Background: an optimization exercise with open tools, aiming at small area. Do not read the settings as production practice.
Function was checked by simulation only, so behaviour that the tests miss may differ from the original.

// buck_converter
module buck_converter(clk_i, rst_i, e_i, v_1_o, v_2i_o, v_2d_o, a_out );
For scale: about 1300 cells after synthesis, roughly 99 I/O pins, about 0.015 mm2 of cells after synthesis.
==> flow/config.mk <==
export PLATFORM = sky130hd
export DESIGN_NAME = buck_converter
export DESIGN_NICKNAME = buck_converter
export VERILOG_FILES = /design/flow/design.v
export SDC_FILE = /design/flow/constraint.sdc
export NUM_CORES = 4
export LEC_CHECK = 0
export ABC_AREA = 0
export CAP_MARGIN = 20
export CORE_MARGIN = 2
export CORE_UTILIZATION = 40
export CTS_BUF_LIST = sky130_fd_sc_hd__clkbuf_2 sky130_fd_sc_hd__clkbuf_4 sky130_fd_sc_hd__clkbuf_8
export PLACE_DENSITY = 0.6
export SLEW_MARGIN = 20
==> flow/constraint.sdc <==
create_clock -name core_clock -period 11.0 [get_ports {clk_i}]
set_input_delay 2.2000 -clock core_clock [delete_from_list [all_inputs] [get_ports {clk_i}]]
set_output_delay 2.2000 -clock core_clock [all_outputs]
set_load 0.01 [all_outputs]
standard.sh (not shown) runs the stock make flow with config.mk's settings and CLKGATE_MAP_FILE= SYNTH_SCRIPT=/design/flow/synth_recipe.tcl, a recipe that flattens the netlist after the stock synthesis.
==> flow/flow/run.sh <==
#!/bin/bash
# Own layout flow: the standard synthesis, then the same synthesis run
# again on a copy of design.v whose spelled-out full/half adders are turned
# into sky130 fa/ha cells (flow/mknet.py), synthesized without Yosys's
# adder extraction (ADDER_MAP_FILE empty), so the adders stay as written
# instead of being re-extracted with inverters around them; flow/netopt.py
# then flips full adders to drop more inverters.  The adder netlist is used only if its
# registers (names and cell types) are exactly those of the standard
# synthesis; otherwise the standard netlist is laid out.  The rest is
# the standard flow (standard.sh).
set -euo pipefail
W=$(pwd)
R=$W/orfs/results/$FLOW_PLATFORM/buck_converter/base
RF=$W/orfs_fa/results/$FLOW_PLATFORM/buck_converter/base
EXTRA=()
if [[ -f flow/extra.txt ]]; then mapfile -t EXTRA < flow/extra.txt; fi

bash standard.sh synth > std_synth.log 2>&1
cp "$R/1_2_yosys.v" "$W/std_1_2_yosys.v"

use_fa=0
if python3 flow/mknet.py design.v "$W/design_fa.v" > mknet.log 2>&1; then
  sed "s#WORK_HOME=[^ ]*#WORK_HOME=$W/orfs_fa#" standard.sh > standard_fa.sh
  if bash standard_fa.sh VERILOG_FILES="$W/design_fa.v" ADDER_MAP_FILE= synth > fa_synth.log 2>&1; then
    if python3 flow/netopt.py "$RF/1_2_yosys.v" "$W/fa_opt.v" > netopt.log 2>&1 \
       && python3 flow/regcmp.py "$W/std_1_2_yosys.v" "$W/fa_opt.v" > regcmp.log 2>&1; then
      use_fa=1
    fi
  fi
fi
echo "use_fa=$use_fa" | tee use_fa.log
if [[ $use_fa == 1 ]]; then
  cp "$W/fa_opt.v" "$R/1_2_yosys.v"
  rm -f "$R/1_synth.odb" "$R/1_synth.sdc"
fi
bash standard.sh "${EXTRA[@]}" finish > finish.log 2>&1
==> flow/flow/extra.txt <==
BUFFER_PORTS_ARGS=-buffer_cell sky130_fd_sc_hd__buf_1
CTS_ARGS=-sink_clustering_enable -repair_clock_nets -dont_use_dummy_load -sink_clustering_size 30 -root_buf sky130_fd_sc_hd__clkbuf_8 -sink_clustering_buffer sky130_fd_sc_hd__clkbuf_4 -buf_list {sky130_fd_sc_hd__clkbuf_4 sky130_fd_sc_hd__clkbuf_8}
Other scripts of this flow, unchanged in this note and not shown: flow/flow/mknet.py, flow/flow/netopt.py, flow/flow/regcmp.py
Edit:
==> flow/flow/extra.txt (replaced) <==
BUFFER_PORTS_ARGS=-buffer_cell sky130_fd_sc_hd__buf_1
CTS_ARGS=-sink_clustering_enable -repair_clock_nets -dont_use_dummy_load -sink_clustering_size 30 -buf_list {sky130_fd_sc_hd__clkbuf_4 sky130_fd_sc_hd__clkbuf_8}
CORE_UTILIZATION = 60   (was 40)
PLACE_DENSITY = 0.8   (was 0.6)
The new run passed the timing, DRC and antenna checks. Global-route usage climbs by 8.1 points. Wire length drops by 3.8%. Clock-buffer cell count is unchanged. Maximum frequency hardly moves. Die area drops by 33%. Register-to-register slack stays flat. Hold slack got worse by 8.6 ps.
Edit:
CORE_UTILIZATION = 40   (was 60)
PLACE_DENSITY = 0.6   (was 0.8)
- critical path depth does not change
- design area rose slightly
- flip-flop and latch count stays the same
- global-route usage fell by 8.1 points
- fmax hardly moves
- hold slack improves by 8.6 ps
Edit:
==> flow/flow/extra.txt (replaced) <==
BUFFER_PORTS_ARGS=-buffer_cell sky130_fd_sc_hd__buf_1
CTS_ARGS=-sink_clustering_enable -repair_clock_nets -dont_use_dummy_load -sink_clustering_size 40 -sink_clustering_max_diameter 150 -buf_list {sky130_fd_sc_hd__clkbuf_4 sky130_fd_sc_hd__clkbuf_8 sky130_fd_sc_hd__clkbuf_16}
Result: Die area does not change. Routed wire length rises by 0.62%.

[port drivers added, routing unchanged]
The flow's constraints put no driver on any port. The routed layouts listed below were extracted and timed again, unchanged, in two steps. Step 1: set_driving_cell puts a clkbuf_16 on clk_i and a buf_2 on each other input, an assumption about the parent block. Step 2 moves the port delays by t, midway between the first and last clock arrival at a register: inputs arrive t later, outputs are due t later. That takes back most of the time a late clock gives input paths. Slacks: no drivers / after step 1 / after step 2; pairs: no drivers / after step 1.
run | t, ns | setup slack, ns | worst setup path at the end | latest minus earliest clock arrival (ns) | worst register clock-pin slew, ns
the first run | 0.510 | 0.465 / 0.465 / 0.465 | register to register | 0.036 / 0.036 | 0.11 / 0.11
the second run | 0.489 | 0.452 / 0.452 / 0.452 | register to register | 0.046 / 0.046 | 0.11 / 0.11
the third run | 0.510 | 0.465 / 0.465 / 0.465 | register to register | 0.036 / 0.036 | 0.11 / 0.11
the fourth run | 0.480 | 0.405 / 0.405 / 0.405 | register to register | 0.025 / 0.025 | 0.08 / 0.08
After both steps setup and hold are still met in every run listed.
